What follows belongs to an exercise in optimizing a design on an open flow for small area, a short achievable clock period and few clock cycles per item; a production flow would make more cautious choices.
No activity file was given, so power comes from the tool's default toggle rates.

== main ==
==> module unpipelined_divider, before the edit <==
module unpipelined_divider #
(
    parameter N = 32
)
(
    input wire [N-1:0] dividend,
    input wire [N-1:0] divisor,
    input wire start,
    input wire rst,
    input wire clk,
    output wire [N-1:0] quotient,
    output wire [N-1:0] remainder,
    output reg done
);
    reg [N-1:0] rem_reg;    
    reg [N-1:0] quot_reg;   
    reg         x_reg;      
    reg [4:0]   cnt;        
    reg         busy;
    wire [7:0] d_any, x_any;
    genvar k;
    generate
        for (k = 0; k < 8; k = k + 1) begin : nib_or
            or4 od (.a(divisor[4*k +: 4]), .y(d_any[k]));
            or4 ox (.a(dividend[4*k +: 4]), .y(x_any[k]));
        end
    endgenerate
    wire l24, l16, l12, l8, l4;
    skip_dec sd (.d_any(d_any), .x_any(x_any), .start(start),
                 .l24(l24), .l16(l16), .l12(l12), .l8(l8), .l4(l4));
    wire [N-1:0] rem_load = ({N{l24}} & {8'd0, dividend[N-1:8]}) |
                            ({N{l16}} & {16'd0, dividend[N-1:16]}) |
                            ({N{l12}} & {20'd0, dividend[N-1:20]}) |
                            ({N{l8}} & {24'd0, dividend[N-1:24]}) |
                            ({N{l4}} & {28'd0, dividend[N-1:28]});
    wire [4:0] cnt_load = {l24 | l16, l24 | l12 | l8, l12 | l4, 2'b00};
    wire x_first = l24 ? dividend[7] : l16 ? dividend[15] : l12 ? dividend[19] :
                   l8 ? dividend[23] : l4 ? dividend[27] : dividend[31];
    wire [N-1:0] x_by_cnt;
    generate
        for (k = 0; k < N - 1; k = k + 1) begin : xb
            assign x_by_cnt[k] = dividend[N-2-k];
        end
    endgenerate
    assign x_by_cnt[N-1] = 1'b0;
    wire [N:0] t = {rem_reg, x_reg};
    wire [N-1:0] diff;
    wire ge, ge_n;
    div_step step (.a(t[N-1:0]), .b(divisor), .top(t[N]), .diff(diff), .ge(ge),
                   .ge_n(ge_n));
    wire take;
    nor2 tk (.a(ge_n), .b(start), .y(take));
    wire [N-1:0] rem_hold = rem_load | ({N{~start}} & t[N-1:0]);
    wire [N-1:0] rem_next;
    generate
        for (k = 0; k < N; k = k + 1) begin : rnext
            mux2 mg (.s(take), .a(rem_hold[k]), .b(diff[k]), .y(rem_next[k]));
        end
    endgenerate
    always @(posedge clk) begin
        rem_reg <= rem_next;
        quot_reg <= start ? {N{1'b0}} : {quot_reg[N-2:0], ge};
        x_reg    <= start ? x_first : x_by_cnt[cnt];
    end
    always @(posedge clk) begin
        if (start) cnt <= cnt_load;
        else       cnt <= cnt + 5'd1;
    end
    always @(posedge clk or posedge rst) begin
        if (rst) begin
            busy <= 1'b0;
            done <= 1'b0;
        end else begin
            done <= busy && (cnt == 5'd31);
            if (start)
                busy <= 1'b1;
            else if (cnt == 5'd31)
                busy <= 1'b0;
        end
    end
    assign quotient  = quot_reg;
    assign remainder = rem_reg;
endmodule
==> module or4, before the edit <==
module or4 (input wire [3:0] a, output wire y);
    wire lo_n, hi_n;
    nor2 n0 (.a(a[0]), .b(a[1]), .y(lo_n));
    nor2 n1 (.a(a[2]), .b(a[3]), .y(hi_n));
    nand2 n2 (.a(lo_n), .b(hi_n), .y(y));
endmodule
==> module nand2, before the edit <==
module nand2 (input wire a, input wire b, output wire y);
    assign y = ~(a & b);
endmodule
==> module skip_dec, before the edit <==
module skip_dec (input wire [7:0] d_any, input wire [7:0] x_any, input wire start,
                 output wire l24, output wire l16, output wire l12,
                 output wire l8, output wire l4);
    wire d_nz = |d_any;
    wire c24 = (|d_any[7:6]) | (d_nz & ~(|x_any[7:2]));
    wire c16 = (|d_any[7:4]) | (d_nz & ~(|x_any[7:4]));
    wire c12 = (|d_any[7:3]) | (d_nz & ~(|x_any[7:5]));
    wire c8  = (|d_any[7:2]) | (d_nz & ~(|x_any[7:6]));
    wire c4  = (|d_any[7:1]) | (d_nz & ~x_any[7]);
    assign l24 = start & c24;
    assign l16 = start & c16 & ~c24;
    assign l12 = start & c12 & ~c16;
    assign l8  = start & c8 & ~c12;
    assign l4  = start & c4 & ~c8;
endmodule
export LEC_CHECK = 0
export CAP_MARGIN = 20
export CORE_MARGIN = 2
export CORE_UTILIZATION = 55
export CTS_BUF_LIST = sky130_fd_sc_hd__clkbuf_4 sky130_fd_sc_hd__clkbuf_8
export SETUP_SLACK_MARGIN = 1.0
export SLEW_MARGIN = 20
export SYNTH_HIERARCHICAL = 1
export SYNTH_MINIMUM_KEEP_SIZE = 0
create_clock -name core_clock -period 4.0 [get_ports {clk}]
standard.sh (not shown) runs the stock make flow with config.mk's settings and CLKGATE_MAP_FILE= SYNTH_SCRIPT=/design/flow/synth_recipe.tcl, a recipe that flattens the netlist after the stock synthesis.
==> flow/flow/run.sh <==
#!/bin/bash
# The standard layout (standard.sh) with two changes:
#  - the final ABC mapping of the standard synthesis uses flow/abc_map.script
#    (ORFS's speed script without its blanket upsizing);
#  - the port buffers are the library's smallest plain buffer (buffer_ports
#    otherwise picks a delay cell).
set -euo pipefail
here=$(pwd)
export FLOW_SYNTH_TCL=$here/synth_recipe.tcl
export MY_ABC_SCRIPT=$here/flow/abc_map.script
export BUFFER_PORTS_ARGS="-buffer_cell sky130_fd_sc_hd__buf_1"
sed "s#SYNTH_SCRIPT=[^ ]*#SYNTH_SCRIPT=$here/flow/my_synth.tcl#" standard.sh > my_standard.sh
grep -q "SYNTH_SCRIPT=$here/flow/my_synth.tcl" my_standard.sh
bash my_standard.sh > standard.log 2>&1
==> flow/flow/abc_map.script <==
&get -n
&st
&dch
&nf
&st
&syn2
&if -g -K 6
&synch2
&nf
&st
&syn2
&if -g -K 6
&synch2
&nf
&st
&syn2
&if -g -K 6
&synch2
&nf
&st
&syn2
&if -g -K 6
&synch2
&nf
&st
&syn2
&if -g -K 6
&synch2
&nf
&put
buffer -c
topo
stime -c

dnsize -c
==> flow/flow/my_synth.tcl <==
# The standard flow's synthesis (synth_recipe.tcl, unchanged), except that the final ABC
# technology mapping runs flow/abc_map.script instead of ORFS's speed script
proc abc {args} {
  set i [lsearch -exact $args -script]
  if {$i >= 0} {
    lset args [expr {$i + 1}] $::env(MY_ABC_SCRIPT)
  }
  yosys abc {*}$args
}
source $::env(FLOW_SYNTH_TCL)
Inputs modified between main and the feature branch:
--- a/flow/design.v
+++ b/flow/design.v
@@ -17,25 +17,23 @@
     reg         x_reg;      
     reg [4:0]   cnt;        
     reg         busy;
-    wire [7:0] d_any, x_any;
+    wire [3:0] d_any, x_any;
     genvar k;
     generate
-        for (k = 0; k < 8; k = k + 1) begin : nib_or
-            or4 od (.a(divisor[4*k +: 4]), .y(d_any[k]));
-            or4 ox (.a(dividend[4*k +: 4]), .y(x_any[k]));
+        for (k = 0; k < 4; k = k + 1) begin : byte_or
+            or8 od (.a(divisor[8*k +: 8]), .y(d_any[k]));
+            or8 ox (.a(dividend[8*k +: 8]), .y(x_any[k]));
         end
     endgenerate
-    wire l24, l16, l12, l8, l4;
-    skip_dec sd (.d_any(d_any), .x_any(x_any), .start(start),
-                 .l24(l24), .l16(l16), .l12(l12), .l8(l8), .l4(l4));
-    wire [N-1:0] rem_load = ({N{l24}} & {8'd0, dividend[N-1:8]}) |
-                            ({N{l16}} & {16'd0, dividend[N-1:16]}) |
-                            ({N{l12}} & {20'd0, dividend[N-1:20]}) |
-                            ({N{l8}} & {24'd0, dividend[N-1:24]}) |
-                            ({N{l4}} & {28'd0, dividend[N-1:28]});
-    wire [4:0] cnt_load = {l24 | l16, l24 | l12 | l8, l12 | l4, 2'b00};
-    wire x_first = l24 ? dividend[7] : l16 ? dividend[15] : l12 ? dividend[19] :
-                   l8 ? dividend[23] : l4 ? dividend[27] : dividend[31];
+    wire sk3, sk2, sk1;
+    skip_dec sd (.d_any(d_any), .x_any(x_any), .sk3(sk3), .sk2(sk2), .sk1(sk1));
+    wire [1:0] sh = {sk2, sk3 | (sk1 & ~sk2)};
+    wire ld3 = start & sk3;
+    wire ld2 = start & sk2 & ~sk3;
+    wire ld1 = start & sk1 & ~sk2;
+    wire [N-1:0] rem_load = ({N{ld3}} & {8'd0, dividend[N-1:8]}) |
+                            ({N{ld2}} & {16'd0, dividend[N-1:16]}) |
+                            ({N{ld1}} & {24'd0, dividend[N-1:24]});
     wire [N-1:0] x_by_cnt;
     generate
         for (k = 0; k < N - 1; k = k + 1) begin : xb
@@ -43,6 +41,7 @@
         end
     endgenerate
     assign x_by_cnt[N-1] = 1'b0;
+    wire x_first = dividend[{~sh, 3'b111}];
     wire [N:0] t = {rem_reg, x_reg};
     wire [N-1:0] diff;
     wire ge, ge_n;
@@ -63,7 +62,7 @@
         x_reg    <= start ? x_first : x_by_cnt[cnt];
     end
     always @(posedge clk) begin
-        if (start) cnt <= cnt_load;
+        if (start) cnt <= {sh, 3'b000};
         else       cnt <= cnt + 5'd1;
     end
     always @(posedge clk or posedge rst) begin
@@ -438,29 +437,15 @@
 module mux2 (input wire s, input wire a, input wire b, output wire y);
     assign y = s ? b : a;
 endmodule
-module or4 (input wire [3:0] a, output wire y);
-    wire lo_n, hi_n;
-    nor2 n0 (.a(a[0]), .b(a[1]), .y(lo_n));
-    nor2 n1 (.a(a[2]), .b(a[3]), .y(hi_n));
-    nand2 n2 (.a(lo_n), .b(hi_n), .y(y));
+module or8 (input wire [7:0] a, output wire y);
+    assign y = |a;
 endmodule
-module nand2 (input wire a, input wire b, output wire y);
-    assign y = ~(a & b);
-endmodule
-module skip_dec (input wire [7:0] d_any, input wire [7:0] x_any, input wire start,
-                 output wire l24, output wire l16, output wire l12,
-                 output wire l8, output wire l4);
+module skip_dec (input wire [3:0] d_any, input wire [3:0] x_any,
+                 output wire sk3, output wire sk2, output wire sk1);
     wire d_nz = |d_any;
-    wire c24 = (|d_any[7:6]) | (d_nz & ~(|x_any[7:2]));
-    wire c16 = (|d_any[7:4]) | (d_nz & ~(|x_any[7:4]));
-    wire c12 = (|d_any[7:3]) | (d_nz & ~(|x_any[7:5]));
-    wire c8  = (|d_any[7:2]) | (d_nz & ~(|x_any[7:6]));
-    wire c4  = (|d_any[7:1]) | (d_nz & ~x_any[7]);
-    assign l24 = start & c24;
-    assign l16 = start & c16 & ~c24;
-    assign l12 = start & c12 & ~c16;
-    assign l8  = start & c8 & ~c12;
-    assign l4  = start & c4 & ~c8;
+    assign sk3 = d_any[3] | (d_nz & ~(|x_any[3:1]));
+    assign sk2 = (|d_any[3:2]) | (d_nz & ~(|x_any[3:2]));
+    assign sk1 = (|d_any[3:1]) | (d_nz & ~x_any[3]);
 endmodule
 module sk_gen0 (input wire a, input wire b, output wire g);
     assign g = a | ~b;
### Flow results
Going from main to the feature branch, clock power went up, fraction of power consumed by combinational cells went up, post-route total power went up. Diff main -> the feature branch: final critical-path required period essentially unchanged, via count dropped about 4.7%.
No run of this note included a check of the RTL's function; only the layout flow was run.

static timing again, ports no longer ideal:
How much do the figures lean on ideal ports? The routed layouts below were timed once more, with nothing changed but the port constraints. Step 1 sets driving cells, clkbuf_16 on the clock port and buf_2 on the other inputs (assumed; they add their load-dependent delay and slew). Step 2 also shifts input and output timing later by t, the mid clock arrival at the registers, as if the neighbouring blocks saw the same clock. Slacks: no drivers / after step 1 / after step 2; pairs: no drivers / after step 1.
run | shift t [ns] | setup WS [ns] | hold WS [ns] | clock arrival spread, ns | worst data-port slew with drivers (ns)
main | 0.369 | 1.149 / 1.158 / 0.789 | 0.268 / 0.267 / 0.462 | 0.011 / 0.010 | 0.04
the feature branch | 0.375 | 1.151 / 1.161 / 0.786 | 0.261 / 0.252 / 0.453 | 0.016 / 0.016 | 0.04
After both steps setup and hold are still met in every run listed. For the feature branch, which loses most, drivers alone change the setup slack by +0.010 ns; drivers and shift together by -0.365 ns.
